Context: an optimization exercise on an open-source flow, tuned for small area, a short achievable clock period and few clock cycles per item. The choices shown serve that exercise and are no tape-out recipe.
The RTL was checked by simulation tests, not by an equivalence proof against the original design.
No activity file was given, so power comes from the tool's default toggle rates.

File: flow/flow/run.sh
#!/bin/bash
# The standard layout, with plain buffers (sky130_fd_sc_hd__buf_1) on the
# ports instead of the default delay-cell buffers.
set -euo pipefail
bash standard.sh BUFFER_PORTS_ARGS="-buffer_cell sky130_fd_sc_hd__buf_1" finish > standard_flow.log 2>&1
File: flow/standard.sh
#!/bin/bash
# synth_recipe.tcl (not shown) runs the flow's synth.tcl, then flattens the netlist and writes it again
# the make line also repeats each setting of config.mk as NAME=value (left out here)
make -C /OpenROAD-flow-scripts/flow DESIGN_CONFIG=/design/flow/config.mk WORK_HOME=/design/flow/orfs CLKGATE_MAP_FILE= SYNTH_SCRIPT=/design/flow/synth_recipe.tcl "${@:-finish}"
File: flow/config.mk
export PLATFORM = sky130hd
export DESIGN_NAME = division_float_32
export DESIGN_NICKNAME = division_float_32
export VERILOG_FILES = /design/flow/design.v
export SDC_FILE = /design/flow/constraint.sdc
export NUM_CORES = 4
export LEC_CHECK = 0
export ABC_AREA = 1
export CAP_MARGIN = 20
export CORE_MARGIN = 2
export CORE_UTILIZATION = 65
export SETUP_SLACK_MARGIN = 1.9
export SLEW_MARGIN = 20
File: flow/constraint.sdc
create_clock -name core_clock -period 5.5 [get_ports {clock}]
set_input_delay 1.1000 -clock core_clock [delete_from_list [all_inputs] [get_ports {clock}]]
set_output_delay 1.1000 -clock core_clock [all_outputs]
set_load 0.01 [all_outputs]
File: flow/design.v
module division_float_32(clock, start, operand1, operand2, result, finish, illegal);
	input clock;
	input start;
	input [31:0] operand1, operand2;
	output [31:0] result;
	output finish;
	output illegal;
	wire [23:0] m1 = {1'b1, operand1[22:0]};
	wire [23:0] m2 = {1'b1, operand2[22:0]};
	wire        big = ge23(operand1[22:0], operand2[22:0]);    
	wire [9:0]  u   = {2'b0, operand1[30:23]} + {2'b0, ~operand2[30:23]} + 10'd128;
	wire        unf = (u[9:8] == 2'b00);
	wire [7:0]  ex1 = u[7:0];
	wire [7:0]  ex0 = u[7:0] - 8'd1;
	reg  [7:0]  exp_r;
	reg         zero_r, sign_r;
	reg  [22:0] d;
	always @(posedge clock) begin
		d <= operand2[22:0];
		exp_r  <= (unf || operand1 == 32'd0) ? 8'd0 :
		          big ? ex1 : ex0;
		zero_r <= (operand1 == 32'd0);
		sign_r <= (operand1[31] ^ operand2[31]) & (operand1 != 32'd0);
	end
	function automatic ge23(input [22:0] a, input [22:0] bb);
		reg [22:0] g, p;
		reg [22:0] G1, P1;
		reg [22:0] G2, P2;
		reg [22:0] G3, P3;
		reg [22:0] G4, P4;
		reg [22:0] G5, P5;
		begin
			g = a & ~bb; p = a | ~bb;
			g[0] = g[0] | p[0];
			G1 = g; P1 = p;
			G1[1] = g[1] | (p[1] & g[0]); P1[1] = p[1] & p[0];
			G1[3] = g[3] | (p[3] & g[2]); P1[3] = p[3] & p[2];
			G1[5] = g[5] | (p[5] & g[4]); P1[5] = p[5] & p[4];
			G1[7] = g[7] | (p[7] & g[6]); P1[7] = p[7] & p[6];
			G1[9] = g[9] | (p[9] & g[8]); P1[9] = p[9] & p[8];
			G1[11] = g[11] | (p[11] & g[10]); P1[11] = p[11] & p[10];
			G1[13] = g[13] | (p[13] & g[12]); P1[13] = p[13] & p[12];
			G1[15] = g[15] | (p[15] & g[14]); P1[15] = p[15] & p[14];
			G1[17] = g[17] | (p[17] & g[16]); P1[17] = p[17] & p[16];
			G1[19] = g[19] | (p[19] & g[18]); P1[19] = p[19] & p[18];
			G1[21] = g[21] | (p[21] & g[20]); P1[21] = p[21] & p[20];
			G2 = G1; P2 = P1;
			G2[2] = G1[2] | (P1[2] & G1[1]); P2[2] = P1[2] & P1[1];
			G2[3] = G1[3] | (P1[3] & G1[1]); P2[3] = P1[3] & P1[1];
			G2[6] = G1[6] | (P1[6] & G1[5]); P2[6] = P1[6] & P1[5];
			G2[7] = G1[7] | (P1[7] & G1[5]); P2[7] = P1[7] & P1[5];
			G2[10] = G1[10] | (P1[10] & G1[9]); P2[10] = P1[10] & P1[9];
			G2[11] = G1[11] | (P1[11] & G1[9]); P2[11] = P1[11] & P1[9];
			G2[14] = G1[14] | (P1[14] & G1[13]); P2[14] = P1[14] & P1[13];
			G2[15] = G1[15] | (P1[15] & G1[13]); P2[15] = P1[15] & P1[13];
			G2[18] = G1[18] | (P1[18] & G1[17]); P2[18] = P1[18] & P1[17];
			G2[19] = G1[19] | (P1[19] & G1[17]); P2[19] = P1[19] & P1[17];
			G2[22] = G1[22] | (P1[22] & G1[21]); P2[22] = P1[22] & P1[21];
			G3 = G2; P3 = P2;
			G3[4] = G2[4] | (P2[4] & G2[3]); P3[4] = P2[4] & P2[3];
			G3[5] = G2[5] | (P2[5] & G2[3]); P3[5] = P2[5] & P2[3];
			G3[6] = G2[6] | (P2[6] & G2[3]); P3[6] = P2[6] & P2[3];
			G3[7] = G2[7] | (P2[7] & G2[3]); P3[7] = P2[7] & P2[3];
			G3[12] = G2[12] | (P2[12] & G2[11]); P3[12] = P2[12] & P2[11];
			G3[13] = G2[13] | (P2[13] & G2[11]); P3[13] = P2[13] & P2[11];
			G3[14] = G2[14] | (P2[14] & G2[11]); P3[14] = P2[14] & P2[11];
			G3[15] = G2[15] | (P2[15] & G2[11]); P3[15] = P2[15] & P2[11];
			G3[20] = G2[20] | (P2[20] & G2[19]); P3[20] = P2[20] & P2[19];
			G3[21] = G2[21] | (P2[21] & G2[19]); P3[21] = P2[21] & P2[19];
			G3[22] = G2[22] | (P2[22] & G2[19]); P3[22] = P2[22] & P2[19];
			G4 = G3; P4 = P3;
			G4[8] = G3[8] | (P3[8] & G3[7]); P4[8] = P3[8] & P3[7];
			G4[9] = G3[9] | (P3[9] & G3[7]); P4[9] = P3[9] & P3[7];
			G4[10] = G3[10] | (P3[10] & G3[7]); P4[10] = P3[10] & P3[7];
			G4[11] = G3[11] | (P3[11] & G3[7]); P4[11] = P3[11] & P3[7];
			G4[12] = G3[12] | (P3[12] & G3[7]); P4[12] = P3[12] & P3[7];
			G4[13] = G3[13] | (P3[13] & G3[7]); P4[13] = P3[13] & P3[7];
			G4[14] = G3[14] | (P3[14] & G3[7]); P4[14] = P3[14] & P3[7];
			G4[15] = G3[15] | (P3[15] & G3[7]); P4[15] = P3[15] & P3[7];
			G5 = G4; P5 = P4;
			G5[16] = G4[16] | (P4[16] & G4[15]); P5[16] = P4[16] & P4[15];
			G5[17] = G4[17] | (P4[17] & G4[15]); P5[17] = P4[17] & P4[15];
			G5[18] = G4[18] | (P4[18] & G4[15]); P5[18] = P4[18] & P4[15];
			G5[19] = G4[19] | (P4[19] & G4[15]); P5[19] = P4[19] & P4[15];
			G5[20] = G4[20] | (P4[20] & G4[15]); P5[20] = P4[20] & P4[15];
			G5[21] = G4[21] | (P4[21] & G4[15]); P5[21] = P4[21] & P4[15];
			G5[22] = G4[22] | (P4[22] & G4[15]); P5[22] = P4[22] & P4[15];
			ge23 = G5[22];
		end
	endfunction
	function automatic [25:0] step(input [24:0] r, input [22:0] dd, input inj);
		reg [24:0] b, g, p;
		reg [24:0] G1, P1;
		reg [24:0] G2, P2;
		reg [24:0] G3, P3;
		reg [24:0] G4, P4;
		reg [24:0] G5, P5;
		reg [24:0] G6, P6;
		reg [25:0] c;
		reg [23:0] diff;
		begin
			b = {1'b1, 1'b0, ~dd};
			g = r & b;
			p = r | b;
			g[0] = g[0] | p[0];   
			G1 = g; P1 = p;
			G1[1] = g[1] | (p[1] & g[0]); P1[1] = p[1] & p[0];
			G1[3] = g[3] | (p[3] & g[2]); P1[3] = p[3] & p[2];
			G1[5] = g[5] | (p[5] & g[4]); P1[5] = p[5] & p[4];
			G1[7] = g[7] | (p[7] & g[6]); P1[7] = p[7] & p[6];
			G1[9] = g[9] | (p[9] & g[8]); P1[9] = p[9] & p[8];
			G1[11] = g[11] | (p[11] & g[10]); P1[11] = p[11] & p[10];
			G1[13] = g[13] | (p[13] & g[12]); P1[13] = p[13] & p[12];
			G1[15] = g[15] | (p[15] & g[14]); P1[15] = p[15] & p[14];
			G1[17] = g[17] | (p[17] & g[16]); P1[17] = p[17] & p[16];
			G1[19] = g[19] | (p[19] & g[18]); P1[19] = p[19] & p[18];
			G1[21] = g[21] | (p[21] & g[20]); P1[21] = p[21] & p[20];
			G1[23] = g[23] | (p[23] & g[22]); P1[23] = p[23] & p[22];
			G2 = G1; P2 = P1;
			G2[3] = G1[3] | (P1[3] & G1[1]); P2[3] = P1[3] & P1[1];
			G2[7] = G1[7] | (P1[7] & G1[5]); P2[7] = P1[7] & P1[5];
			G2[11] = G1[11] | (P1[11] & G1[9]); P2[11] = P1[11] & P1[9];
			G2[15] = G1[15] | (P1[15] & G1[13]); P2[15] = P1[15] & P1[13];
			G2[19] = G1[19] | (P1[19] & G1[17]); P2[19] = P1[19] & P1[17];
			G2[23] = G1[23] | (P1[23] & G1[21]); P2[23] = P1[23] & P1[21];
			G3 = G2; P3 = P2;
			G3[5] = G2[5] | (P2[5] & G2[3]); P3[5] = P2[5] & P2[3];
			G3[7] = G2[7] | (P2[7] & G2[3]); P3[7] = P2[7] & P2[3];
			G3[13] = G2[13] | (P2[13] & G2[11]); P3[13] = P2[13] & P2[11];
			G3[15] = G2[15] | (P2[15] & G2[11]); P3[15] = P2[15] & P2[11];
			G3[21] = G2[21] | (P2[21] & G2[19]); P3[21] = P2[21] & P2[19];
			G3[23] = G2[23] | (P2[23] & G2[19]); P3[23] = P2[23] & P2[19];
			G4 = G3; P4 = P3;
			G4[9] = G3[9] | (P3[9] & G3[7]); P4[9] = P3[9] & P3[7];
			G4[11] = G3[11] | (P3[11] & G3[7]); P4[11] = P3[11] & P3[7];
			G4[13] = G3[13] | (P3[13] & G3[7]); P4[13] = P3[13] & P3[7];
			G4[15] = G3[15] | (P3[15] & G3[7]); P4[15] = P3[15] & P3[7];
			G5 = G4; P5 = P4;
			G5[17] = G4[17] | (P4[17] & G4[15]); P5[17] = P4[17] & P4[15];
			G5[19] = G4[19] | (P4[19] & G4[15]); P5[19] = P4[19] & P4[15];
			G5[21] = G4[21] | (P4[21] & G4[15]); P5[21] = P4[21] & P4[15];
			G5[23] = G4[23] | (P4[23] & G4[15]); P5[23] = P4[23] & P4[15];
			G6 = G5; P6 = P5;
			G6[2] = G5[2] | (P5[2] & G5[1]); P6[2] = P5[2] & P5[1];
			G6[4] = G5[4] | (P5[4] & G5[3]); P6[4] = P5[4] & P5[3];
			G6[6] = G5[6] | (P5[6] & G5[5]); P6[6] = P5[6] & P5[5];
			G6[8] = G5[8] | (P5[8] & G5[7]); P6[8] = P5[8] & P5[7];
			G6[10] = G5[10] | (P5[10] & G5[9]); P6[10] = P5[10] & P5[9];
			G6[12] = G5[12] | (P5[12] & G5[11]); P6[12] = P5[12] & P5[11];
			G6[14] = G5[14] | (P5[14] & G5[13]); P6[14] = P5[14] & P5[13];
			G6[16] = G5[16] | (P5[16] & G5[15]); P6[16] = P5[16] & P5[15];
			G6[18] = G5[18] | (P5[18] & G5[17]); P6[18] = P5[18] & P5[17];
			G6[20] = G5[20] | (P5[20] & G5[19]); P6[20] = P5[20] & P5[19];
			G6[22] = G5[22] | (P5[22] & G5[21]); P6[22] = P5[22] & P5[21];
			G6[24] = G5[24] | (P5[24] & G5[23]); P6[24] = P5[24] & P5[23];
			c = {G6, 1'b1};
			diff = r[23:0] ^ ({24{c[25]}} & (b[23:0] ^ c[23:0]));
			step = {c[25], diff, inj};
		end
	endfunction
	reg  [24:0] r;
	reg  [22:0] L;
	reg  [3:0]  cnt;
	wire done = (cnt == 4'd12);
	wire [25:0] s0 = step(r, d, L[22]);
	wire [25:0] s1 = step(s0[24:0], d, L[21]);
	always @(posedge clock) begin
		if (start)
			r <= big ? {1'b0, m1} : {m1, 1'b0};
		else
			r <= s1[24:0];
		if (start) begin
			L   <= big ? {1'b0, m2[23:2]} : m2[23:1];
			cnt <= 4'd0;
		end else if (!done) begin
			L   <= {L[20:0], s0[25], s1[25]};
			cnt <= cnt + 4'd1;
		end
	end
	assign result = {sign_r, exp_r, L & {23{~zero_r}}};
	assign finish = done;
	assign illegal = (operand2 == 32'd0);
endmodule
==> flow_summary.json, run 1 <==
{
  "ys_types": 53,
  "dieArea_sq_um": 11800,
  "clock_skew_ns": 0.0154,
  "synthFlopType": "dfxtp_1",
  "cts_buffers": 9,
  "worstPathMaxFanout": 74,
  "setup_tns_ns": 0,
  "max_cap_viol_count": 0,
  "grt_pass1_wl_um": 30700,
  "grt_max_degree": 75,
  "synth-async-reset-ratio": 0,
  "ff2ff_path_depth": 26,
  "wl_met2_um": 9140,
  "total_power_mw": 4.92,
  "dr_wl_met3_um": 2110,
  "start_kind": "primary input",
  "htreeDepth": 3,
  "synth_seq_cells": 85,
  "antenna_left": 0,
  "min_to": "cnt[3]",
  "gp_congestion": 0.985,
  "filler_cell_count": 967,
  "io_buffers": 99,
  "ctsLongestPathBuffers": 2,
  "area_delta_synth_final_pct": 11.2,
  "criticalPathCategory": "primary input to register",
  "routed_wl_um": 20500,
  "cts.clk_slew.worst_paths_ns": 0.10,
  "first_iter_violations": 856,
  "grt_util_all_layers": 0.328,
  "clkSinkCount": 85,
  "hold_violations": 0,
  "layout_common_cells": "nand2_1 (308), inv_1 (173), nand3_1 (119), buf_1 (98), nor2_1 (97)",
  "worst_hold_path_type": "register to register",
  "ys_top_cells_by_area": "dfxtp_1 (17%), nand2_1 (16%), edfxtp_1 (9.7%), inv_1 (9.2%), nand3_1 (8.4%)",
  "r2r_setup_slack_ns": 2.10,
  "synth_area_leader_cell": "dfxtp_1",
  "syn_avg_cell_area_sq_um": 6.16,
  "cts_tree": "yes",
  "min_path_cells": 2,
  "arrival_ns": 3.49,
  "overflow": 0,
  "netlist.area_leader.share": 0.174,
  "start_util": 0.662,
  "synth_cells": 1155,
  "drt-met1-wl_um": 8780,
  "final_nets": 1330,
  "required_ns": 5.56,
  "cts-root-buf": "clkbuf_8",
  "ys_warn_count": 1,
  "std_cell_rows": 38,
  "max_slew_margin": 0.355,
  "power.leakage_nw": 4.05,
  "ir_worst_vdd_mv": 0.356,
  "routed.top_layer": "met4",
  "finalCritPeriodShare": 0.624,
  "max_freq_mhz": 291,
  "ios": 100,
  "ctsHoldBuffers": 0,
  "hpwlAfterDp_um": 14300,
  "avgRoutedWirePerCell_um": 14.8,
  "die_h_um": 109,
  "drt-vias-per-instance": 5.69,
  "syn-num-nets": 1240,
  "tightest_slew_ns": 0.968,
  "layout_commonest_cell": "nand2_1",
  "antenna_found_initial": 0,
  "core_sq_um": 10700,
  "min_from": "cnt[3]",
  "drive_gt1_frac": 0.0696,
  "rsz0062_at_grt": "true",
  "status": "no timing/DRC/antenna violations",
  "drv_slew": 0,
  "setup_viol": 0,
  "timing.rr.end": "r[21]",
  "dr_total_vias": 7905,
  "end_kind": "register",
  "clkLatencyLatePin_ns": 0.37,
  "syn_area_sq_um": 7110,
  "power_per_cell_area_nw_per_um2": 621,
  "dr.pass1.iters": 8,
  "n_antenna_cell": 0,
  "r2r_start": "d[6]",
  "ys_seq_area_frac": 0.272,
  "drcViolationCount": 0,
  "period_needed_ns": 3.43,
  "grt_pass1_vias": 6509,
  "die_width_um": 109,
  "synth-edff-count": 23
}
## registers in the layout, indices dropped and copies added (netlist names)
name    count
exp_r       8
L          23
r          25
d          23
cnt         4
sign_r      1
zero_r      1
## cells in the mapped netlist (all sizes together), types with 2 or more instances
master,instances
clkinv,5
clkbuf,18
nand4,16
or2,2
dfxtp,62
a21oi,68
xor2,27
nand2,323
nand3b,2
inv,186
ha,18
a21boi,2
nand3,125
o21bai,2
o221ai,4
edfxtp,23
and2,2
o211ai,5
nor4,17
a211oi,2
buf,15
nor3,6
xnor2,3
o22ai,16
nor2,106
a22oi,2
o21ai,90
## cell families (layout without fill, tap and decap cells)
kind of cell | after synthesis | in the layout | synth area share
buffers and inverters | 224 | 313 | 0.128
adder cells (fa/ha/maj) | 19 | 19 | 0.0345
AND/OR/NAND/NOR | 600 | 606 | 0.375
AO/OA/AOI/OAI | 197 | 197 | 0.153
flip-flops | 85 | 85 | 0.272
XOR/XNOR | 30 | 30 | 0.0380
## worst max-delay path by stage
stage,start,end,depth (start not counted)
floorplan,operand2[25],exp_r[2],16
CTS,d[5],r[17],24
detailed placement,operand2[25],exp_r[2],17
global route,d[21],r[10],20
global placement,operand2[25],exp_r[2],17
finish,operand1[1],L[1],17
## cell type report
type | count | area [sq um] | area share
inverter | 191 | 721 | 0.0911
timing repair buffer | 106 | 454 | 0.0574
tap | 140 | 175 | 0.0221
multi-input combinational | 852 | 4430 | 0.560
sequential | 85 | 1930 | 0.244
clock buffer | 10 | 149 | 0.0188
clock inverter | 6 | 52.6 | 0.00664
## power breakdown
group / total, mW / leakage (nW) / switching (mW) / internal (mW)
registers: 0.910 / 0.769 / 0.101 / 0.809
clock network: 0.459 / 0.103 / 0.261 / 0.198
logic: 3.55 / 3.17 / 2.35 / 1.19
total: 4.92 / 4.05 / 2.71 / 2.20
## critical path, stage by stage
cell and delay, ns:
buf_1 0.19, o22ai_1 0.13, nand2_1 0.06, o21ai_0 0.08, a21oi_1 0.15, nor2_1 0.06
nor2_1 0.09, a21oi_1 0.05, o22ai_1 0.22, nand3_1 0.11, o2111ai_1 0.11, nand2_1 0.10
nand2_2 0.11, buf_6 0.41, a21oi_1 0.12, o21ai_1 0.19, o21ai_0 0.20
## what timing repair did
action                     in CTS  in global routing
cloned                          0                  6
setup endpoints to repair      27                 36
gates resized for setup         2                 18
buffers inserted                0                  5
pin swaps                       0                  5
## stage by stage
| step | cell area (sq um) | setup slack [ns] | util | cells | hold WS (ns) |
|---|---|---|---|---|---|
| 6_report | 7910 | 2.07 | 0.736 | 1390 | 0.480 |
| 5_1_grt | 7910 | 1.88 | 0.736 | 1390 | 0.493 |
| 4_1_cts | 7700 | 1.91 | 0.717 | 1379 | 0.486 |
| 3_5_place_dp | 7490 | 1.49 | 0.697 | 1363 | 0.469 |
| 3_3_place_gp | 7490 | 1.48 | 0.697 | 1363 | 0.464 |
| 2_1_floorplan | 7110 | 2.01 | - | 1155 | 0.445 |
## per-layer routing
| layer | global-route usage | vias to the layer above |
|---|---|---|
| li1 | - | 3955 |
| met3 | 0.0406 | 42 |
| met2 | 0.504 | 403 |
| met4 | 0.0879 | 0 |
| met1 | 0.486 | 3505 |
| met5 | 0 | - |
Testbench counts, summed over its fixed seeds: cycles 26,624, items 2,048.
==> inputs of run 2 (changes only) <==
--- a/flow/design.v
+++ b/flow/design.v
@@ -15,5 +15,5 @@
 	reg  [7:0]  exp_r;
 	reg         zero_r, sign_r;
-	reg  [22:0] d;
+	reg  [22:0] d;       
 	always @(posedge clock) begin
 		d <= operand2[22:0];
@@ -97,4 +97,6 @@
 		reg [24:0] G5, P5;
 		reg [24:0] G6, P6;
+		reg [24:0] G7, P7;
+		reg [24:0] G8, P8;
 		reg [25:0] c;
 		reg [23:0] diff;
@@ -125,40 +127,40 @@
 			G2[23] = G1[23] | (P1[23] & G1[21]); P2[23] = P1[23] & P1[21];
 			G3 = G2; P3 = P2;
-			G3[5] = G2[5] | (P2[5] & G2[3]); P3[5] = P2[5] & P2[3];
 			G3[7] = G2[7] | (P2[7] & G2[3]); P3[7] = P2[7] & P2[3];
-			G3[13] = G2[13] | (P2[13] & G2[11]); P3[13] = P2[13] & P2[11];
 			G3[15] = G2[15] | (P2[15] & G2[11]); P3[15] = P2[15] & P2[11];
-			G3[21] = G2[21] | (P2[21] & G2[19]); P3[21] = P2[21] & P2[19];
 			G3[23] = G2[23] | (P2[23] & G2[19]); P3[23] = P2[23] & P2[19];
 			G4 = G3; P4 = P3;
-			G4[9] = G3[9] | (P3[9] & G3[7]); P4[9] = P3[9] & P3[7];
-			G4[11] = G3[11] | (P3[11] & G3[7]); P4[11] = P3[11] & P3[7];
-			G4[13] = G3[13] | (P3[13] & G3[7]); P4[13] = P3[13] & P3[7];
 			G4[15] = G3[15] | (P3[15] & G3[7]); P4[15] = P3[15] & P3[7];
 			G5 = G4; P5 = P4;
-			G5[17] = G4[17] | (P4[17] & G4[15]); P5[17] = P4[17] & P4[15];
-			G5[19] = G4[19] | (P4[19] & G4[15]); P5[19] = P4[19] & P4[15];
-			G5[21] = G4[21] | (P4[21] & G4[15]); P5[21] = P4[21] & P4[15];
 			G5[23] = G4[23] | (P4[23] & G4[15]); P5[23] = P4[23] & P4[15];
 			G6 = G5; P6 = P5;
-			G6[2] = G5[2] | (P5[2] & G5[1]); P6[2] = P5[2] & P5[1];
-			G6[4] = G5[4] | (P5[4] & G5[3]); P6[4] = P5[4] & P5[3];
-			G6[6] = G5[6] | (P5[6] & G5[5]); P6[6] = P5[6] & P5[5];
-			G6[8] = G5[8] | (P5[8] & G5[7]); P6[8] = P5[8] & P5[7];
-			G6[10] = G5[10] | (P5[10] & G5[9]); P6[10] = P5[10] & P5[9];
-			G6[12] = G5[12] | (P5[12] & G5[11]); P6[12] = P5[12] & P5[11];
-			G6[14] = G5[14] | (P5[14] & G5[13]); P6[14] = P5[14] & P5[13];
-			G6[16] = G5[16] | (P5[16] & G5[15]); P6[16] = P5[16] & P5[15];
-			G6[18] = G5[18] | (P5[18] & G5[17]); P6[18] = P5[18] & P5[17];
-			G6[20] = G5[20] | (P5[20] & G5[19]); P6[20] = P5[20] & P5[19];
-			G6[22] = G5[22] | (P5[22] & G5[21]); P6[22] = P5[22] & P5[21];
-			G6[24] = G5[24] | (P5[24] & G5[23]); P6[24] = P5[24] & P5[23];
-			c = {G6, 1'b1};
+			G6[11] = G5[11] | (P5[11] & G5[7]); P6[11] = P5[11] & P5[7];
+			G6[19] = G5[19] | (P5[19] & G5[15]); P6[19] = P5[19] & P5[15];
+			G7 = G6; P7 = P6;
+			G7[5] = G6[5] | (P6[5] & G6[3]); P7[5] = P6[5] & P6[3];
+			G7[9] = G6[9] | (P6[9] & G6[7]); P7[9] = P6[9] & P6[7];
+			G7[13] = G6[13] | (P6[13] & G6[11]); P7[13] = P6[13] & P6[11];
+			G7[17] = G6[17] | (P6[17] & G6[15]); P7[17] = P6[17] & P6[15];
+			G7[21] = G6[21] | (P6[21] & G6[19]); P7[21] = P6[21] & P6[19];
+			G8 = G7; P8 = P7;
+			G8[2] = G7[2] | (P7[2] & G7[1]); P8[2] = P7[2] & P7[1];
+			G8[4] = G7[4] | (P7[4] & G7[3]); P8[4] = P7[4] & P7[3];
+			G8[6] = G7[6] | (P7[6] & G7[5]); P8[6] = P7[6] & P7[5];
+			G8[8] = G7[8] | (P7[8] & G7[7]); P8[8] = P7[8] & P7[7];
+			G8[10] = G7[10] | (P7[10] & G7[9]); P8[10] = P7[10] & P7[9];
+			G8[12] = G7[12] | (P7[12] & G7[11]); P8[12] = P7[12] & P7[11];
+			G8[14] = G7[14] | (P7[14] & G7[13]); P8[14] = P7[14] & P7[13];
+			G8[16] = G7[16] | (P7[16] & G7[15]); P8[16] = P7[16] & P7[15];
+			G8[18] = G7[18] | (P7[18] & G7[17]); P8[18] = P7[18] & P7[17];
+			G8[20] = G7[20] | (P7[20] & G7[19]); P8[20] = P7[20] & P7[19];
+			G8[22] = G7[22] | (P7[22] & G7[21]); P8[22] = P7[22] & P7[21];
+			G8[24] = G7[24] | (P7[24] & G7[23]); P8[24] = P7[24] & P7[23];
+			c = {G8, 1'b1};
 			diff = r[23:0] ^ ({24{c[25]}} & (b[23:0] ^ c[23:0]));
 			step = {c[25], diff, inj};
 		end
 	endfunction
-	reg  [24:0] r;
-	reg  [22:0] L;
+	reg  [24:0] r;       
+	reg  [22:0] L;       
 	reg  [3:0]  cnt;
 	wire done = (cnt == 4'd12);
--- a/flow/config.mk
+++ b/flow/config.mk
@@ -9,5 +9,5 @@
 export CAP_MARGIN = 20
 export CORE_MARGIN = 2
-export CORE_UTILIZATION = 65
+export CORE_UTILIZATION = 55
 export SETUP_SLACK_MARGIN = 1.9
 export SLEW_MARGIN = 20
==> run 2 against run 1 <==
Against the previous run: combinational power rose by 3%; register-to-register slack better by 0.02 ns; critical path type is now primary input to output port; wire length up 3.7%; global-route usage decreased by 3.4 points; core utilization down 8.8 points; sequential power is 0.4% lower; worst setup slack better by 0.034 ns; area after synthesis is 0.67% lower; worst hold slack worse by 0.0063 ns; largest cell class unchanged; sequential share of layout area shrank 0.53 points; power up 5.1%; highest routed layer unchanged; critical endpoint is now illegal; flip-flop and latch count unchanged.
==> flow_summary.json, run 2 <==
{
  "power.leakage_nw": 4.14,
  "r2r_setup_slack_ns": 2.12,
  "antenna_left": 0,
  "drv_slew": 0,
  "dr.pass1.iters": 8,
  "synth_area_leader_cell": "dfxtp_1",
  "clock_skew_ns": 0.00988,
  "n_antenna_cell": 0,
  "grt_pass1_wl_um": 33000,
  "end_kind": "output port",
  "clkSinkCount": 85,
  "largest_register": "r",
  "cp_common_cell": "buf_1",
  "place_ws_ns": 1.35,
  "drt-met1-wl_um": 9610,
  "total_power_mw": 5.17,
  "timing.rr.end": "r[13]",
  "drcViolationCount": 0,
  "io_buffers": 99,
  "htreeDepth": 3,
  "drive_gt1_frac": 0.0983,
  "ctsLongestPathBuffers": 2,
  "ys_top_cells_by_area": "dfxtp_1 (18%), nand2_1 (17%), edfxtp_1 (9.8%), inv_1 (8.8%), nand3_1 (7.2%)",
  "layout_commonest_cell": "nand2_1",
  "area_delta_synth_final_pct": 15.3,
  "gp_congestion": 0.884,
  "cts_tree": "yes",
  "die_h_um": 117,
  "routed_wl_um": 21300,
  "min_path_cells": 1,
  "first_iter_violations": 740,
  "ys_warn_count": 1,
  "min_to": "cnt[2]",
  "syn-num-nets": 1222,
  "largest_register_ffs": 25,
  "required_ns": 4.40,
  "yosysMostFrequentCell": "nand2_1",
  "hold_violations": 0,
  "max_slew_margin": 0.293,
  "ys_types": 53,
  "cts.clk_slew.worst_paths_ns": 0.06,
  "hold_slack_ns": 0.474,
  "drt-vias-per-instance": 5.49,
  "worstSetupPathDepth": 5,
  "dr_total_vias": 7752,
  "period_needed_ns": 3.40,
  "avgRoutedWirePerCell_um": 15.1,
  "final_nets": 1321,
  "setup_tns_ns": 0,
  "max_freq_mhz": 294,
  "netlist.area_leader.share": 0.176,
  "layout_common_cells": "nand2_1 (315), inv_1 (165), nand3_1 (102), buf_1 (98), nor2_1 (95)",
  "routed.top_layer": "met4",
  "tightest_slew_ns": 1.06,
  "synth-edff-count": 23,
  "std_cell_rows": 41,
  "power_per_cell_area_nw_per_um2": 634,
  "synth_seq_cells": 85,
  "min_from": "cnt[2]",
  "grt_util_all_layers": 0.293,
  "status": "no timing/DRC/antenna violations",
  "cts-root-buf": "clkbuf_16",
  "path_cells": "buf_1, nor4_1, nand4_1, nor2_1, buf_1",
  "yosys-top-cells-count": "nand2_1 (318), inv_1 (166), nand3_1 (102), nor2_1 (97), o21ai_0 (82)",
  "worst_slack_ns": 2.10,
  "synth-async-reset-ratio": 0,
  "overflow": 0,
  "grt_max_degree": 67,
  "path_buf_inv": 2,
  "rsz0062_at_grt": "false",
  "setup_viol": 0,
  "antenna_found_initial": 0,
  "criticalPathCategory": "primary input to output port",
  "cts_buffers": 9,
  "crit_family": "simple AND/OR/NAND/NOR gates",
  "max_cap_viol_count": 0,
  "clkLatencyLatePin_ns": 0.35,
  "finalCritPeriodShare": 0.618,
  "dieArea_sq_um": 13800,
  "grt_pass1_vias": 6864,
  "top_regs": "r x25, L x23, d x23",
  "crit_path_max_incr_delay_ns": 0.49,
  "worst_hold_path_type": "register to register",
  "syn_area_sq_um": 7070,
  "start_util": 0.562,
  "synthFlopType": "dfxtp_1",
  "dr_wl_met3_um": 1540,
  "synth_cells": 1137,
  "hpwlAfterDp_um": 14600,
  "ff2ff_path_depth": 28,
  "start_kind": "primary input",
  "ys_seq_area_frac": 0.273,
  "slowest_stage": "nor4_1",
  "wl_met2_um": 9670,
  "ir_worst_vdd_mv": 0.319,
  "syn_avg_cell_area_sq_um": 6.22,
  "ios": 100,
  "core_sq_um": 12600,
  "worstPathMaxFanout": 6,
  "die_width_um": 117,
  "r2r_start": "r[0]",
  "arrival_ns": 2.30
}
-- run 2: changes by cell type in the layout (fill, tap and decap cells not counted), sizes merged, moves of 3 or more --
cell,before,now
o21ai,90,93
clkinv,9,2
clkinvlp,1,4
buf,105,112
nor2,106,102
a31oi,1,4
a21oi,68,48
nand2,325,339
o211ai,5,8
or2,2,6
nand3,129,109
o22ai,16,20
nand3b,2,5
-- run 2: layout make-up --
class                           count  area, sq um
Multi-Input combinational cell    840         4460
Sequential cell                    85         1950
Clock buffer                       11          243
Clock inverter                      5         36.3
Inverter                          186          702
Tap cell                          172          215
Fill cell                        1231         4420
Timing Repair Buffer              114          544
-- run 2: kinds of logic (layout without fill, tap and decap cells) --
group / count (synthesis) / count (layout) / share of synthesized area
flops: 85 / 85 / 0.273
fa+ha+maj: 19 / 19 / 0.0347
compound gates: 187 / 187 / 0.154
simple gates: 598 / 604 / 0.376
buf+inv: 218 / 316 / 0.124
xor+xnor: 30 / 30 / 0.0382
-- run 2: what timing repair did --
action | in CTS | in global routing
setup endpoints to repair | 27 | 44
resized for setup | 3 | 32
pin swaps | 2 | 6
gates cloned | 1 | 6
buffers inserted | 2 | 9
hold buffers | 0 | 0
-- run 2: worst max-delay path by stage --
stage                       from  endpoint  slack (ns)
floorplan           operand2[26]  exp_r[6]        2.18
global placement     operand2[3]  exp_r[6]        1.53
detailed placement   operand2[3]  exp_r[6]        1.35
CTS                  operand2[3]  exp_r[6]        1.89
global route                d[8]      r[1]        1.88
finish              operand2[11]   illegal        2.10
-- run 2: report_power, final --
part           leakage [nW]  switching [mW]  internal [mW]
Clock                 0.128           0.273          0.319
Combinational          3.24            2.38           1.29
Sequential            0.769          0.0948          0.812
-- run 2: metal layers --
layer / vias up / global-route usage
li1: 3907 / -
met1: 3531 / 0.408
met2: 283 / 0.467
met3: 31 / 0.0384
met4: 0 / 0.108
met5: - / 0
-- run 2: stage by stage --
| step | instance area, sq um | std cells | util |
|---|---|---|---|
| final | 8150 | 1413 | 0.648 |
| after global routing | 8150 | 1413 | 0.648 |
| after CTS | 7840 | 1398 | 0.624 |
| after detailed placement | 7500 | 1379 | 0.597 |
| after global placement | 7500 | 1379 | 0.597 |
| after floorplan | 7070 | 1137 | - |
Testbench counts of run 2, summed over its fixed seeds: cycles 26,624, items 2,048.
==> inputs of run 3 (changes only) <==
--- a/flow/config.mk
+++ b/flow/config.mk
@@ -9,5 +9,5 @@
 export CAP_MARGIN = 20
 export CORE_MARGIN = 2
-export CORE_UTILIZATION = 55
+export CORE_UTILIZATION = 65
 export SETUP_SLACK_MARGIN = 1.9
 export SLEW_MARGIN = 20
==> run 3 against run 2 <==
Against the previous run: non-clock buffer count is 6 lower; register-to-register slack hardly changed; wire length is 7.2% lower; sequential share of layout area is 0.63 points higher.
==> flow_summary.json, run 3 <==
{
  "period_needed_ns": 3.38,
  "netlist.area_leader.share": 0.176,
  "cp_common_cell": "nand2_1",
  "end_kind": "register",
  "yosysMostFrequentCell": "nand2_1",
  "syn_area_sq_um": 7070,
  "start_kind": "register",
  "largest_register_ffs": 25,
  "max_cap_viol_count": 0,
  "overflow": 0,
  "setup_viol": 0,
  "start_util": 0.658,
  "synth_area_leader_cell": "dfxtp_1",
  "final_nets": 1313,
  "routed_wl_um": 19800,
  "criticalPathCategory": "register to register",
  "synthSimpleGateAreaFrac": 0.376,
  "synth_top_family_by_area": "simple AND/OR/NAND/NOR gates",
  "grt_util_all_layers": 0.331,
  "hold_slack_ns": 0.476,
  "htreeDepth": 3,
  "area_delta_synth_final_pct": 11.8,
  "clkSinkCount": 85,
  "clkLatencyLatePin_ns": 0.38,
  "synth_compound_area_frac": 0.154,
  "ir_worst_vdd_mv": 0.453,
  "synth_mux_area_frac": 0,
  "first_iter_violations": 727,
  "antenna_found_initial": 0,
  "dieArea_sq_um": 11700,
  "yosys-top-cells-count": "nand2_1 (318), inv_1 (166), nand3_1 (102), nor2_1 (97), o21ai_0 (82)",
  "layout_commonest_cell": "nand2_1",
  "synth_seq_cells": 85,
  "hold_violations": 0,
  "setup_tns_ns": 0,
  "rsz0062_at_grt": "true",
  "std_cell_rows": 38,
  "final_core_util": 0.735,
  "largest_register": "r",
  "cts_buffers": 9,
  "ys_warn_count": 1,
  "min_path_cells": 1,
  "n_antenna_cell": 0,
  "ys_seq_area_frac": 0.273,
  "ctsLongestPathBuffers": 2,
  "dr_total_vias": 7681,
  "max_freq_mhz": 296,
  "grt_max_degree": 68,
  "slowest_stage": "dfxtp_1",
  "cts.clk_slew.worst_paths_ns": 0.09,
  "cts_tree": "yes",
  "power_per_cell_area_nw_per_um2": 609,
  "synth-edff-count": 23,
  "tightest_slew_ns": 1.04,
  "total_power_mw": 4.81,
  "drive_gt1_frac": 0.0908,
  "die_width_um": 108,
  "grt_pass1_vias": 6691,
  "drt-vias-per-instance": 5.59,
  "top_regs": "r x25, L x23, d x23",
  "die_h_um": 108,
  "yosys.area_share.xor_xnor": 0.0382,
  "synthFlopType": "dfxtp_1",
  "synth-async-reset-ratio": 0,
  "syn-num-nets": 1222,
  "place_ws_ns": 1.15,
  "synth_cells": 1137,
  "power.leakage_nw": 4.07,
  "hpwlAfterDp_um": 13900,
  "antenna_left": 0,
  "layout_common_cells": "nand2_1 (314), inv_1 (165), nand3_1 (101), buf_1 (98), nor2_1 (95)",
  "ff2ff_path_depth": 29,
  "filler_cell_count": 966,
  "finalCritPeriodShare": 0.614,
  "synthAdderAreaFrac": 0.0347,
  "ys_types": 53,
  "arrival_ns": 3.65,
  "core_sq_um": 10700,
  "drv_slew": 0,
  "syn_avg_cell_area_sq_um": 6.22,
  "ys_top_cells_by_area": "dfxtp_1 (18%), nand2_1 (17%), edfxtp_1 (9.8%), inv_1 (8.8%), nand3_1 (7.2%)",
  "avgRoutedWirePerCell_um": 14.4,
  "grt_pass1_wl_um": 30700,
  "gp_congestion": 0.888,
  "drcViolationCount": 0,
  "dr.pass1.iters": 7,
  "cts-root-buf": "clkbuf_8",
  "ctsHoldBuffers": 0,
  "status": "no timing/DRC/antenna violations",
  "worstPathMaxFanout": 11,
  "crit_path_max_incr_delay_ns": 0.34,
  "max_slew_margin": 0.303,
  "ios": 100,
  "clock_skew_ns": 0.0156,
  "io_buffers": 99,
  "worst_slack_ns": 2.12,
  "worst_hold_path_type": "register to register",
  "required_ns": 5.77
}
==> run 3: cell counts after synthesis <==
No cell type changed its count.
==> run 3: layout make-up <==
type / instances / area [sq um] / share of cell area
tap: 140 / 175 / 0.0222
clock buffer: 10 / 149 / 0.0188
sequential: 85 / 1940 / 0.245
inverter: 186 / 702 / 0.0888
clock inverter: 6 / 63.8 / 0.00807
timing repair buffer: 108 / 482 / 0.0610
multi-input combinational: 838 / 4390 / 0.556
==> run 3: kinds of logic (layout without fill, tap and decap cells) <==
kind of cell | after synthesis | count (layout)
adders and majority gates | 19 | 19
and+or+nand+nor | 598 | 602
AOI/OAI and AO/OA | 187 | 187
buffers and inverters | 218 | 310
xor gates and xnor gates | 30 | 30
DFF | 85 | 85
==> run 3: what timing repair did <==
item,4_1_cts,5_1_grt
setup buffers,5,1
pin swaps,1,3
hold endpoints to repair,0,0
gates cloned,1,3
resized for setup,2,27
endpoints found under the setup margin,23,39
==> run 3: through the flow <==
| step | cells | area [sq um] |
|---|---|---|
| 3_5_place_dp | 1347 | 7460 |
| 4_1_cts | 1369 | 7750 |
| 5_1_grt | 1373 | 7900 |
| 6_report | 1373 | 7900 |
| 3_3_place_gp | 1347 | 7460 |
| 2_1_floorplan | 1137 | 7070 |
==> run 3: final timing paths <==
check	from	to	slack (ns)
min reg2reg	cnt[2]	cnt[2]	0.48
min	cnt[2]	cnt[2]	0.48
max	r[0]	r[14]	2.12
max reg2reg	r[0]	r[14]	2.12
==> run 3: layer usage <==
| metal | vias to the layer above | track usage | routed length (um) |
|---|---|---|---|
| met3 | 49 | 0.0500 | 1630 |
| li1 | 3883 | - | - |
| met2 | 347 | 0.540 | 8950 |
| met4 | 0 | 0.126 | 560 |
| met1 | 3402 | 0.444 | 8610 |
| met5 | - | 0 | 0 |
==> run 3: where the power goes <==
| group | switching, mW | total, mW | internal, mW |
|---|---|---|---|
| Clock | 0.259 | 0.500 | 0.241 |
| Combinational | 2.26 | 3.41 | 1.15 |
| Sequential | 0.0964 | 0.907 | 0.810 |
==> run 3: critical path: cells and delay by family (launching register included) <==
kind          cells  cell delay, ns
buf+inv           1            0.06
flops             1            0.34
simple gates     28            2.85
==> inputs of run 4 (changes only) <==
--- a/flow/config.mk
+++ b/flow/config.mk
@@ -12,2 +12,3 @@
 export SETUP_SLACK_MARGIN = 1.9
 export SLEW_MARGIN = 20
+export TNS_END_PERCENT = 20
==> run 4 against run 3 <==
Against the previous run: combinational power up 1%; non-clock buffer count increased by 2; cell area barely moved; highest routed layer unchanged; wire length grew 0.38%; power grew 1.0%; register-to-register slack worse by 0.02 ns; sequential share of layout area hardly changed; clock skew is 0.00054 ns higher; area after synthesis stayed put.
==> flow_summary.json, run 4 <==
{
  "antenna_left": 0,
  "ctsHoldBuffers": 0,
  "arrival_ns": 3.55,
  "ir_worst_vdd_mv": 0.439,
  "synth-edff-count": 23,
  "ys_top_cells_by_area": "dfxtp_1 (18%), nand2_1 (17%), edfxtp_1 (9.8%), inv_1 (8.8%), nand3_1 (7.2%)",
  "grt_pass1_vias": 6662,
  "synth_cells": 1137,
  "cts-root-buf": "clkbuf_8",
  "finalCritPeriodShare": 0.626,
  "rsz0062_at_grt": "true",
  "dr.pass1.iters": 7,
  "ys_seq_area_frac": 0.273,
  "ctsLongestPathBuffers": 2,
  "routed_wl_um": 19800,
  "setup_viol": 0,
  "clkSinkCount": 85,
  "overflow": 0,
  "crit_start": "operand2[3]",
  "layout_commonest_cell": "nand2_1",
  "first_iter_violations": 650,
  "ys_types": 53,
  "grt_pass1_wl_um": 30200,
  "drcViolationCount": 0,
  "layout_common_cells": "nand2_1 (314), inv_1 (165), nand3_1 (101), buf_1 (98), nor2_1 (95)",
  "syn-num-nets": 1222,
  "core_sq_um": 10700,
  "hpwlAfterDp_um": 13900,
  "area_delta_synth_final_pct": 11.9,
  "r2r_start": "r[0]",
  "required_ns": 5.60,
  "worstPathMaxFanout": 67,
  "syn_area_sq_um": 7070,
  "power.leakage_nw": 4.07,
  "drive_gt1_frac": 0.0915,
  "max_slew_margin": 0.309,
  "top_regs": "r x25, L x23, d x23",
  "synthFlopType": "dfxtp_1",
  "dieArea_sq_um": 11700,
  "largest_register": "r",
  "grt_max_degree": 68,
  "final_core_util": 0.736,
  "clock_skew_ns": 0.0162,
  "synth_area_leader_cell": "dfxtp_1",
  "die_h_um": 108,
  "netlist.area_leader.share": 0.176,
  "synth-async-reset-ratio": 0,
  "n_antenna_cell": 0,
  "gp_congestion": 0.888,
  "cts.clk_slew.worst_paths_ns": 0.09,
  "synth_seq_cells": 85,
  "status": "no timing/DRC/antenna violations",
  "antenna_found_initial": 0,
  "max_freq_mhz": 291,
  "drv_slew": 0,
  "std_cell_rows": 38,
  "ys_warn_count": 1,
  "power_per_cell_area_nw_per_um2": 615,
  "cts_buffers": 9,
  "clkLatencyLatePin_ns": 0.38,
  "syn_avg_cell_area_sq_um": 6.22,
  "start_kind": "primary input",
  "setup_tns_ns": 0,
  "period_needed_ns": 3.44,
  "yosys-top-cells-count": "nand2_1 (318), inv_1 (166), nand3_1 (102), nor2_1 (97), o21ai_0 (82)",
  "end_kind": "register",
  "hold_violations": 0,
  "drt-vias-per-instance": 5.61,
  "max_cap_viol_count": 0,
  "io_buffers": 99,
  "tightest_slew_ns": 1.03,
  "yosysMostFrequentCell": "nand2_1",
  "htreeDepth": 3,
  "criticalPathCategory": "primary input to register",
  "start_util": 0.658,
  "ios": 100,
  "avgRoutedWirePerCell_um": 14.4,
  "largest_register_ffs": 25,
  "min_from": "cnt[2]",
  "worst_hold_path_type": "register to register",
  "cts_tree": "yes",
  "final_nets": 1315,
  "die_width_um": 108,
  "grt_util_all_layers": 0.325,
  "dr_total_vias": 7707
}
run 4: path summary, 6_finish.rpt:
| check | depth (start not counted) | slack, ns | endpoint |
|---|---|---|---|
| worst max-delay path | 18 | 2.06 | L[1] |
| worst min-delay path | 1 | 0.48 | cnt[2] |
| worst max register to register | 26 | 2.10 | r[16] |
| worst min register to register | 1 | 0.48 | cnt[2] |
run 4: final cells by class:
type / instances / area [sq um]
inverters: 186 / 702
well taps: 140 / 175
multi-input cells: 838 / 4390
repair buffers: 110 / 492
flip-flops and latches: 85 / 1940
fillers: 959 / 2840
clock inverters: 6 / 63.8
clock buffers: 10 / 149
run 4: timing repair:
action,CTS,global route
gates resized for setup,1,26
setup endpoints to repair,23,39
pin swaps,0,5
cloned,0,4
buffers inserted,3,5
run 4: logic make-up after synthesis:
group	count (synthesis)	synth area share
AND/OR/NAND/NOR	598	0.376
buffers and inverters	218	0.124
AO/OA/AOI/OAI	187	0.154
flip-flops	85	0.273
XOR/XNOR	30	0.0382
adder cells (fa/ha/maj)	19	0.0347
run 4: report_power, final:
group	leakage, nW	internal, mW	switching, mW
Sequential	0.769	0.810	0.0964
Combinational	3.19	1.18	2.27
Clock	0.114	0.241	0.261
run 4: worst max-delay path, cell delays in order:
cell        delay [ns]
buf_1             0.15
inv_1             0.08
or2_2             0.29
o2111ai_1         0.10
nand3_1           0.11
nand2_1           0.07
nand3_1           0.06
o21ai_0           0.08
a21oi_1           0.09
o21a_1            0.18
o21ai_1           0.19
nand2_2           0.08
buf_8             0.23
clkinvlp_4        0.14
buf_6             0.18
o21ai_0           0.09
a21oi_1           0.21
a31oi_1           0.06
run 4: metrics by stage:
step / instances / area [sq um] / hold slack, ns / setup slack (ns) / total power, mW
2_1_floorplan: 1137 / 7070 / 0.432 / 2.18 / 3.41
3_3_place_gp: 1347 / 7460 / 0.448 / 1.30 / 3.82
3_5_place_dp: 1347 / 7460 / 0.457 / 1.15 / 3.87
4_1_cts: 1366 / 7700 / 0.474 / 1.83 / 4.39
5_1_grt: 1375 / 7910 / 0.530 / 1.85 / 5.31
6_report: 1375 / 7910 / 0.476 / 2.06 / 4.86
run 4: layer usage:
layer  routed length (um)  global-route usage
met1                 8580               0.439
met2                 8940               0.529
met3                 1740              0.0452
met4                  578               0.122
met5                    0                   0
==> inputs of run 5 (changes only) <==
==> flow/flow/run.sh (replaced) <==
#!/bin/bash
# The standard layout (standard.sh: the standard synthesis and ORFS flow),
# with plain buffers (sky130_fd_sc_hd__buf_1) on the ports instead of the
# default delay-cell buffers. make's full output goes to standard_flow.log;
# ORFS keeps each step's own log under orfs/logs/.
set -euo pipefail
bash standard.sh BUFFER_PORTS_ARGS="-buffer_cell sky130_fd_sc_hd__buf_1" finish > standard_flow.log 2>&1
--- a/flow/config.mk
+++ b/flow/config.mk
@@ -9,6 +9,5 @@
 export CAP_MARGIN = 20
 export CORE_MARGIN = 2
-export CORE_UTILIZATION = 65
+export CORE_UTILIZATION = 62
 export SETUP_SLACK_MARGIN = 1.9
 export SLEW_MARGIN = 20
-export TNS_END_PERCENT = 20
==> run 5 against run 4 <==
Against the previous run: final cell count grew 0.80%; cell area rose by 3.3%; wire length up 5.7%; fmax shrank 1.1%; power increased by 7.1%; synthesized cell count did not move; critical path type is now primary input to output port.
==> flow_summary.json, run 5 <==
{
  "netlist.area_leader.share": 0.176,
  "comb_power_share": 0.704,
  "grt_pass1_wl_um": 32500,
  "setup_tns_ns": 0,
  "worst_hold_path_type": "register to register",
  "crit_path_max_incr_delay_ns": 0.64,
  "syn-num-nets": 1222,
  "drive_gt1_frac": 0.0963,
  "dr_total_vias": 7803,
  "clkSinkCount": 85,
  "final_core_util": 0.744,
  "drv_slew": 0,
  "p_clk_frac": 0.122,
  "crit_family": "simple AND/OR/NAND/NOR gates",
  "path_cells": "buf_1, nor4_1, nand4_1, nor2_1, buf_1",
  "power.leakage_nw": 4.18,
  "htreeDepth": 3,
  "synth_mux_area_frac": 0,
  "ir_worst_vdd_mv": 0.476,
  "syn_area_sq_um": 7070,
  "hold_violations": 0,
  "place_ws_ns": 1.28,
  "end_kind": "output port",
  "ios": 100,
  "top_regs": "r x25, L x23, d x23",
  "yosys-top-cells-count": "nand2_1 (318), inv_1 (166), nand3_1 (102), nor2_1 (97), o21ai_0 (82)",
  "worstPathMaxFanout": 6,
  "io_buffers": 99,
  "grt_max_degree": 67,
  "met1_usage": 0.435,
  "synth_compound_area_frac": 0.154,
  "yosys.area_share.xor_xnor": 0.0382,
  "die_h_um": 111,
  "cts_tree": "yes",
  "cts_buffers": 9,
  "start_kind": "primary input",
  "drt-vias-per-instance": 5.63,
  "grtUsageMet3": 0.0689,
  "final_nets": 1326,
  "antenna_found_initial": 0,
  "setup_viol": 0,
  "stdcell_area_sq_um": 8170,
  "max_cap_viol_count": 0,
  "clock_skew_ns": 0.00614,
  "path_buf_inv": 2,
  "rsz0062_at_grt": "true",
  "synth_cells": 1137,
  "n_antenna_cell": 0,
  "worst_slack_ns": 2.02,
  "place_area_sq_um": 7460,
  "filler_cell_count": 957,
  "tightest_slew_ns": 0.995,
  "max_slew_margin": 0.337,
  "ys_seq_area_frac": 0.273,
  "seqPwrFrac": 0.174,
  "criticalPathCategory": "primary input to output port",
  "synthFlopType": "dfxtp_1",
  "ctsLongestPathBuffers": 2,
  "antenna_left": 0,
  "status": "no timing/DRC/antenna violations",
  "layout_commonest_cell": "nand2_1",
  "avgRoutedWirePerCell_um": 15.1,
  "top_usage_layer": "met2",
  "dieArea_sq_um": 12300,
  "yosysMostFrequentCell": "nand2_1",
  "synthSimpleGateAreaFrac": 0.376,
  "syn_avg_cell_area_sq_um": 6.22,
  "cp_common_cell": "buf_1",
  "slowest_stage": "nor4_1",
  "area_delta_synth_final_pct": 15.6,
  "switching_share": 0.527,
  "power_per_cell_area_nw_per_um2": 638,
  "drcViolationCount": 0,
  "std_cell_rows": 38,
  "multi_input_area_sq_um": 4450,
  "finalCritPeriodShare": 0.633,
  "seq_area_sq_um": 1940,
  "synth_area_leader_cell": "dfxtp_1",
  "start_util": 0.643,
  "routed_wl_um": 21000,
  "ys_warn_count": 1,
  "hpwlAfterDp_um": 14200,
  "clkLatencyLatePin_ns": 0.35,
  "required_ns": 4.40,
  "grt_util_all_layers": 0.323,
  "dr.pass1.iters": 6,
  "period_needed_ns": 3.48,
  "ys_top_cells_by_area": "dfxtp_1 (18%), nand2_1 (17%), edfxtp_1 (9.8%), inv_1 (8.8%), nand3_1 (7.2%)",
  "largest_register": "r",
  "ctsHoldBuffers": 0,
  "ys_types": 53,
  "synth-edff-count": 23,
  "synth_seq_cells": 85,
  "gp_congestion": 0.890,
  "synth_top_family_by_area": "simple AND/OR/NAND/NOR gates",
  "die_width_um": 111,
  "largest_register_ffs": 25,
  "arrival_ns": 2.38,
  "cts.clk_slew.worst_paths_ns": 0.06,
  "max_freq_mhz": 287,
  "grt_pass1_vias": 6936,
  "synth-async-reset-ratio": 0,
  "cts-root-buf": "clkbuf_16",
  "r2r_setup_slack_ns": 2.04,
  "layout_common_cells": "nand2_1 (315), inv_1 (165), nand3_1 (101), buf_1 (98), nor2_1 (96)",
  "grtUsageMet2": 0.526,
  "core_sq_um": 11000,
  "synthAdderAreaFrac": 0.0347,
  "p_int_mw": 2.47,
  "overflow": 0,
  "first_iter_violations": 699,
  "switching_power_mw": 2.74
}
==> run 5: cell counts after synthesis <==
Identical to the previous run, type by type.
==> run 5: layer usage <==
layer  part of all wire  vias up
met5                  0        -
li1                   -     3907
met1               0.43     3498
met2               0.46      360
met4              0.019        0
met3              0.088       38
==> run 5: worst register-to-register path, delay by kind of cell, from the launching register on <==
family / cells / cell delay [ns]
compound gates: 2 / 0.49
xor+xnor: 1 / 0.21
buf+inv: 2 / 0.29
flops: 1 / 0.42
simple gates: 17 / 1.99
==> run 5: power by group through the flow <==
| stage | logic [mW] | registers (mW) | clock network (mW) |
|---|---|---|---|
| floorplan | 2.52 | 0.898 | 0 |
| global placement | 2.91 | 0.913 | 0 |
| detailed placement | 2.96 | 0.914 | 0 |
| CTS | 3.16 | 0.901 | 0.640 |
| global route | 4.08 | 0.925 | 0.664 |
| finish | 3.67 | 0.907 | 0.635 |
==> run 5: path summary, 6_finish.rpt <==
kind | startpoint | to | cells past startpoint
worst min register to register | cnt[2] | cnt[2] | 1
worst max-delay path | operand2[19] | illegal | 5
worst max register to register | d[3] | r[22] | 22
worst min-delay path | cnt[2] | cnt[2] | 1
==> run 5: cell families (layout without fill, tap and decap cells) <==
| logic type | count (synthesis) | in the layout |
|---|---|---|
| simple gates | 598 | 604 |
| buf+inv | 218 | 321 |
| xor+xnor | 30 | 30 |
| fa+ha+maj | 19 | 19 |
| compound gates | 187 | 187 |
| flops | 85 | 85 |
==> run 5: through the flow <==
step	instances	hold WS, ns	total power [mW]
global placement	1346	0.450	3.82
global route	1386	0.506	5.67
detailed placement	1346	0.459	3.88
floorplan	1137	0.432	3.41
finish	1386	0.469	5.21
CTS	1366	0.471	4.71
==> run 5: what timing repair did <==
item | 4_1_cts | 5_1_grt
buffers inserted | 2 | 15
pin swaps | 0 | 9
gates resized for setup | 2 | 29
gates cloned | 2 | 5
endpoints found under the setup margin | 28 | 55
==> run 5: layout make-up <==
cell class / instances / share of cell area
Clock inverter: 6 / 0.00751
Timing Repair Buffer: 118 / 0.0723
Clock buffer: 10 / 0.0293
Tap cell: 140 / 0.0214
Multi-Input combinational cell: 840 / 0.545
Inverter: 186 / 0.0860
Sequential cell: 85 / 0.237
Timing Repair inverter: 1 / 0.000919
==> inputs of run 6 (changes only) <==
--- a/flow/config.mk
+++ b/flow/config.mk
@@ -9,5 +9,5 @@
 export CAP_MARGIN = 20
 export CORE_MARGIN = 2
-export CORE_UTILIZATION = 62
+export CORE_UTILIZATION = 55
 export SETUP_SLACK_MARGIN = 1.9
 export SLEW_MARGIN = 20
==> run 6 against run 5 <==
Against the previous run: sequential power barely moved; final cell count rose by 1.9%; worst hold slack improved by 0.0044 ns; critical endpoint unchanged; register-to-register slack improved by 0.08 ns; fmax rose by 2.3%; first-iteration DRC count rose by 5.9%; combinational power barely moved; area after synthesis did not move.
==> flow_summary.json, run 6 <==
{
  "status": "no timing/DRC/antenna violations",
  "power.leakage_nw": 4.14,
  "worst_hold_path_type": "register to register",
  "end_kind": "output port",
  "layout_common_cells": "nand2_1 (315), inv_1 (165), nand3_1 (102), buf_1 (98), nor2_1 (95)",
  "avgRoutedWirePerCell_um": 15.1,
  "std_cell_rows": 41,
  "ir_worst_vdd_mv": 0.319,
  "dr_total_vias": 7752,
  "drcViolationCount": 0,
  "routed_wl_um": 21300,
  "dr.pass1.iters": 8,
  "io_buffers": 99,
  "required_ns": 4.40,
  "power_per_cell_area_nw_per_um2": 634,
  "yosys-top-cells-count": "nand2_1 (318), inv_1 (166), nand3_1 (102), nor2_1 (97), o21ai_0 (82)",
  "ys_warn_count": 1,
  "largest_register_ffs": 25,
  "start_kind": "primary input",
  "hpwlAfterDp_um": 14600,
  "final_nets": 1321,
  "synth_cells": 1137,
  "synth_seq_cells": 85,
  "rsz0062_at_grt": "false",
  "syn_area_sq_um": 7070,
  "max_cap_viol_count": 0,
  "path_cells": "buf_1, nor4_1, nand4_1, nor2_1, buf_1",
  "first_iter_violations": 740,
  "setup_tns_ns": 0,
  "overflow": 0,
  "filler_cell_count": 1231,
  "ys_seq_area_frac": 0.273,
  "grt_util_all_layers": 0.293,
  "antenna_left": 0,
  "tightest_slew_ns": 1.06,
  "core_sq_um": 12600,
  "hold_violations": 0,
  "syn-num-nets": 1222,
  "worstPathMaxFanout": 6,
  "total_power_mw": 5.17,
  "start_util": 0.562,
  "netlist.area_leader.share": 0.176,
  "gp_congestion": 0.884,
  "n_antenna_cell": 0,
  "max_freq_mhz": 294,
  "setup_viol": 0,
  "synth-async-reset-ratio": 0,
  "clkLatencyLatePin_ns": 0.35,
  "slowest_stage": "nor4_1",
  "arrival_ns": 2.30,
  "cts.clk_slew.worst_paths_ns": 0.06,
  "cts_tree": "yes",
  "area_delta_synth_final_pct": 15.3,
  "yosysMostFrequentCell": "nand2_1",
  "drt-vias-per-instance": 5.49,
  "cts-root-buf": "clkbuf_16",
  "top_regs": "r x25, L x23, d x23",
  "grt_pass1_vias": 6864,
  "path_buf_inv": 2,
  "synth_area_leader_cell": "dfxtp_1",
  "syn_avg_cell_area_sq_um": 6.22,
  "crit_family": "simple AND/OR/NAND/NOR gates",
  "die_h_um": 117,
  "ios": 100,
  "period_needed_ns": 3.40,
  "htreeDepth": 3,
  "finalCritPeriodShare": 0.618,
  "max_slew_margin": 0.293,
  "largest_register": "r",
  "criticalPathCategory": "primary input to output port",
  "grt_max_degree": 67,
  "ys_types": 53,
  "ys_top_cells_by_area": "dfxtp_1 (18%), nand2_1 (17%), edfxtp_1 (9.8%), inv_1 (8.8%), nand3_1 (7.2%)",
  "cts_buffers": 9,
  "antenna_found_initial": 0,
  "cp_common_cell": "buf_1",
  "synth-edff-count": 23,
  "drv_slew": 0,
  "synthFlopType": "dfxtp_1",
  "dieArea_sq_um": 13800,
  "layout_commonest_cell": "nand2_1",
  "clkSinkCount": 85,
  "grt_pass1_wl_um": 33000,
  "die_width_um": 117,
  "clock_skew_ns": 0.00988,
  "drive_gt1_frac": 0.0983,
  "crit_path_max_incr_delay_ns": 0.49,
  "ctsLongestPathBuffers": 2
}
## run 6: cell counts after synthesis
No cell type changed its count.
## run 6: path summary, 6_finish.rpt
| path | start | end | slack, ns | cells after the start |
|---|---|---|---|---|
| max reg2reg | r[0] | r[13] | 2.12 | 28 |
| min | cnt[2] | cnt[2] | 0.47 | 1 |
| max | operand2[11] | illegal | 2.10 | 5 |
| min reg2reg | cnt[2] | cnt[2] | 0.47 | 1 |
## run 6: kinds of logic (layout without fill, tap and decap cells)
group / after synthesis / in the layout / synth area share
simple gates: 598 / 604 / 0.376
xor+xnor: 30 / 30 / 0.0382
buf+inv: 218 / 316 / 0.124
flops: 85 / 85 / 0.273
compound gates: 187 / 187 / 0.154
fa+ha+maj: 19 / 19 / 0.0347
## run 6: worst register-to-register path: cells and delay by family (launching register included)
family | cells | cell delay (ns)
and+or+nand+nor | 24 | 2.55
buffers and inverters | 3 | 0.29
DFF | 1 | 0.33
AOI/OAI and AO/OA | 1 | 0.10
## run 6: timing repair
action                                  4_1_cts  5_1_grt
endpoints found under the setup margin       27       44
resized for setup                             3       32
buffers inserted                              2        9
pin swaps                                     2        6
cloned                                        1        6
hold buffers                                  0        0
## run 6: metal layers
| metal | up-vias | track usage | share of wire |
|---|---|---|---|
| li1 | 3907 | - | - |
| met1 | 3531 | 0.408 | 0.45 |
| met2 | 283 | 0.467 | 0.45 |
| met3 | 31 | 0.0384 | 0.072 |
| met4 | 0 | 0.108 | 0.022 |
| met5 | - | 0 | 0 |
## run 6: area by class of cell
type                            instances  area, sq um  share of cell area
Clock buffer                           11          243              0.0298
Clock inverter                          5         36.3             0.00445
Inverter                              186          702              0.0861
Multi-Input combinational cell        840         4460               0.548
Sequential cell                        85         1950               0.239
Tap cell                              172          215              0.0264
Timing Repair Buffer                  114          544              0.0668
## run 6: report_power, final
part | internal (mW) | leakage, nW | switching [mW]
logic | 1.29 | 3.24 | 2.38
registers | 0.812 | 0.769 | 0.0948
clock network | 0.319 | 0.128 | 0.273
## run 6: through the flow
stage / setup slack [ns] / area (sq um) / cells / utilization / hold slack [ns]
final: 2.10 / 8150 / 1413 / 0.648 / 0.474
after global routing: 1.88 / 8150 / 1413 / 0.648 / 0.487
after global placement: 1.53 / 7500 / 1379 / 0.597 / 0.451
after detailed placement: 1.35 / 7500 / 1379 / 0.597 / 0.458
after CTS: 1.89 / 7840 / 1398 / 0.624 / 0.473
after floorplan: 2.18 / 7070 / 1137 / - / 0.432
==> inputs of run 7 (changes only) <==
--- a/flow/config.mk
+++ b/flow/config.mk
@@ -9,5 +9,5 @@
 export CAP_MARGIN = 20
 export CORE_MARGIN = 2
-export CORE_UTILIZATION = 55
+export CORE_UTILIZATION = 65
 export SETUP_SLACK_MARGIN = 1.9
 export SLEW_MARGIN = 20
==> run 7 against run 6 <==
Against the previous run: area after synthesis is the same; critical endpoint is now r[14]; sequential power about the same; global-route usage rose by 3.8 points; largest power group unchanged; still clean on timing, DRC and antenna; final cell count shrank 2.8%; first-iteration DRC count shrank 1.8%; highest routed layer unchanged; clock-buffer cell count shrank 1.
==> flow_summary.json, run 7 <==
{
  "ctsHoldBuffers": 0,
  "grt_util_all_layers": 0.331,
  "arrival_ns": 3.65,
  "crit_family": "simple AND/OR/NAND/NOR gates",
  "path_buf_inv": 1,
  "final_nets": 1313,
  "ys_top_cells_by_area": "dfxtp_1 (18%), nand2_1 (17%), edfxtp_1 (9.8%), inv_1 (8.8%), nand3_1 (7.2%)",
  "finalCritPeriodShare": 0.614,
  "drcViolationCount": 0,
  "drv_slew": 0,
  "dieArea_sq_um": 11700,
  "max_freq_mhz": 296,
  "start_kind": "register",
  "clock_skew_ns": 0.0156,
  "routed_wl_um": 19800,
  "die_width_um": 108,
  "hpwlAfterDp_um": 13900,
  "final_core_util": 0.735,
  "largest_register_ffs": 25,
  "setup_tns_ns": 0,
  "io_buffers": 99,
  "drt-met1-wl_um": 8610,
  "synthAdderAreaFrac": 0.0347,
  "drt-vias-per-instance": 5.59,
  "grt_pass1_wl_um": 30700,
  "yosys.area_share.xor_xnor": 0.0382,
  "max_slew_margin": 0.303,
  "synth_compound_area_frac": 0.154,
  "area_delta_synth_final_pct": 11.8,
  "max_cap_viol_count": 0,
  "ys_types": 53,
  "syn_avg_cell_area_sq_um": 6.22,
  "wl_met2_um": 8950,
  "crit_path_max_incr_delay_ns": 0.34,
  "worstPathMaxFanout": 11,
  "n_antenna_cell": 0,
  "criticalPathCategory": "register to register",
  "yosys-top-cells-count": "nand2_1 (318), inv_1 (166), nand3_1 (102), nor2_1 (97), o21ai_0 (82)",
  "largest_register": "r",
  "setup_viol": 0,
  "place_area_sq_um": 7460,
  "die_h_um": 108,
  "ys_seq_area_frac": 0.273,
  "synthFlopType": "dfxtp_1",
  "rsz0062_at_grt": "true",
  "stdcell_area_sq_um": 7900,
  "power_per_cell_area_nw_per_um2": 609,
  "antenna_found_initial": 0,
  "status": "no timing/DRC/antenna violations",
  "cts_tree": "yes",
  "ys_warn_count": 1,
  "synth_area_leader_cell": "dfxtp_1",
  "required_ns": 5.77,
  "end_kind": "register",
  "syn_area_sq_um": 7070,
  "synth-edff-count": 23,
  "overflow": 0,
  "synth-async-reset-ratio": 0,
  "antenna_left": 0,
  "grt_pass1_vias": 6691,
  "synth_cells": 1137,
  "synth_mux_area_frac": 0,
  "clkSinkCount": 85,
  "synth_top_family_by_area": "simple AND/OR/NAND/NOR gates",
  "start_util": 0.658,
  "dr.pass1.iters": 7,
  "ctsLongestPathBuffers": 2,
  "htreeDepth": 3,
  "worstSetupPathDepth": 29,
  "cts.clk_slew.worst_paths_ns": 0.09,
  "drive_gt1_frac": 0.0908,
  "netlist.area_leader.share": 0.176,
  "cts_buffers": 9,
  "synthSimpleGateAreaFrac": 0.376,
  "std_cell_rows": 38,
  "cp_common_cell": "nand2_1",
  "filler_cell_count": 966,
  "cts-root-buf": "clkbuf_8",
  "tightest_slew_ns": 1.04,
  "hold_violations": 0,
  "top_regs": "r x25, L x23, d x23",
  "ir_worst_vdd_mv": 0.453,
  "layout_common_cells": "nand2_1 (314), inv_1 (165), nand3_1 (101), buf_1 (98), nor2_1 (95)",
  "worst_hold_path_type": "register to register",
  "dr_wl_met3_um": 1630,
  "synth_seq_cells": 85,
  "routed.top_layer": "met4",
  "syn-num-nets": 1222,
  "min_path_cells": 1,
  "gp_congestion": 0.888,
  "ff2ff_path_depth": 29,
  "dr_total_vias": 7681,
  "period_needed_ns": 3.38,
  "core_sq_um": 10700,
  "first_iter_violations": 727,
  "clkLatencyLatePin_ns": 0.38,
  "ios": 100,
  "layout_commonest_cell": "nand2_1",
  "power.leakage_nw": 4.07,
  "grt_max_degree": 68,
  "avgRoutedWirePerCell_um": 14.4,
  "slowest_stage": "dfxtp_1",
  "yosysMostFrequentCell": "nand2_1"
}
-- run 7: cell counts after synthesis --
Identical to the previous run, type by type.
-- run 7: power breakdown --
group	leakage, nW	switching (mW)	total, mW	internal, mW
Sequential	0.769	0.0964	0.907	0.810
Combinational	3.18	2.26	3.41	1.15
Clock	0.114	0.259	0.500	0.241
-- run 7: worst paths after layout --
path           from     end  slack, ns
max reg2reg    r[0]   r[14]       2.12
min          cnt[2]  cnt[2]       0.48
min reg2reg  cnt[2]  cnt[2]       0.48
max            r[0]   r[14]       2.12
-- run 7: logic make-up (layout without fill, tap and decap cells) --
kind of cell | Yosys count | in the layout
AOI/OAI and AO/OA | 187 | 187
xor gates and xnor gates | 30 | 30
adders and majority gates | 19 | 19
buffers and inverters | 218 | 310
DFF | 85 | 85
and+or+nand+nor | 598 | 602
-- run 7: cell type report --
| cell class | instances | area (sq um) | share of cell area |
|---|---|---|---|
| well taps | 140 | 175 | 0.0222 |
| inverters | 186 | 702 | 0.0888 |
| clock buffers | 10 | 149 | 0.0188 |
| clock inverters | 6 | 63.8 | 0.00807 |
| multi-input cells | 838 | 4390 | 0.556 |
| repair buffers | 108 | 482 | 0.0610 |
| flip-flops and latches | 85 | 1940 | 0.245 |
-- run 7: metal layers --
metal  vias up  track usage
met5         -            0
met4         0        0.126
met3        49       0.0500
met2       347        0.540
met1      3402        0.444
li1       3883            -
-- run 7: per-stage QoR --
step           hold WS (ns)  setup WS (ns)  cells  total power, mW
6_report              0.476           2.12   1373             4.81
5_1_grt               0.530           1.87   1373             5.26
4_1_cts               0.474           1.91   1369             4.55
3_5_place_dp          0.457           1.15   1347             3.87
3_3_place_gp          0.448           1.30   1347             3.82
2_1_floorplan         0.432           2.18   1137             3.41
-- run 7: what timing repair did --
| item | in CTS | in global routing |
|---|---|---|
| hold endpoints to repair | 0 | 0 |
| cloned | 1 | 3 |
| pin swaps | 1 | 3 |
| buffers inserted | 5 | 1 |
| resized for setup | 2 | 27 |
| setup endpoints to repair | 23 | 39 |

## port drivers added, routing unchanged
How much do the figures lean on ideal ports? The routed layouts below were timed once more, with nothing changed but the port constraints. Step 1, drivers: a clkbuf_16 drives clock and a buf_2 each remaining input, both assumed. Step 2, shift: input delay + t, output delay - t, t = (earliest + latest rising clock arrival at the registers) / 2. This alone moves slack from input paths to output paths. Three values: no drivers, after step 1, after step 2; two values: the first two.
| run | t (ns) | setup slack, ns |
|---|---|---|
| run 1 | 0.403 | 2.066 / 2.080 / 1.677 |
| run 2 | 0.394 | 2.100 / 2.079 / 1.766 |
| run 3 | 0.411 | 2.124 / 2.105 / 1.737 |
| run 4 | 0.412 | 2.060 / 2.075 / 1.662 |
| run 5 | 0.394 | 2.021 / 2.000 / 1.764 |
| run 6 | 0.394 | 2.100 / 2.079 / 1.766 |
| run 7 | 0.411 | 2.124 / 2.105 / 1.737 |
After both steps setup and hold are still met in every run listed.
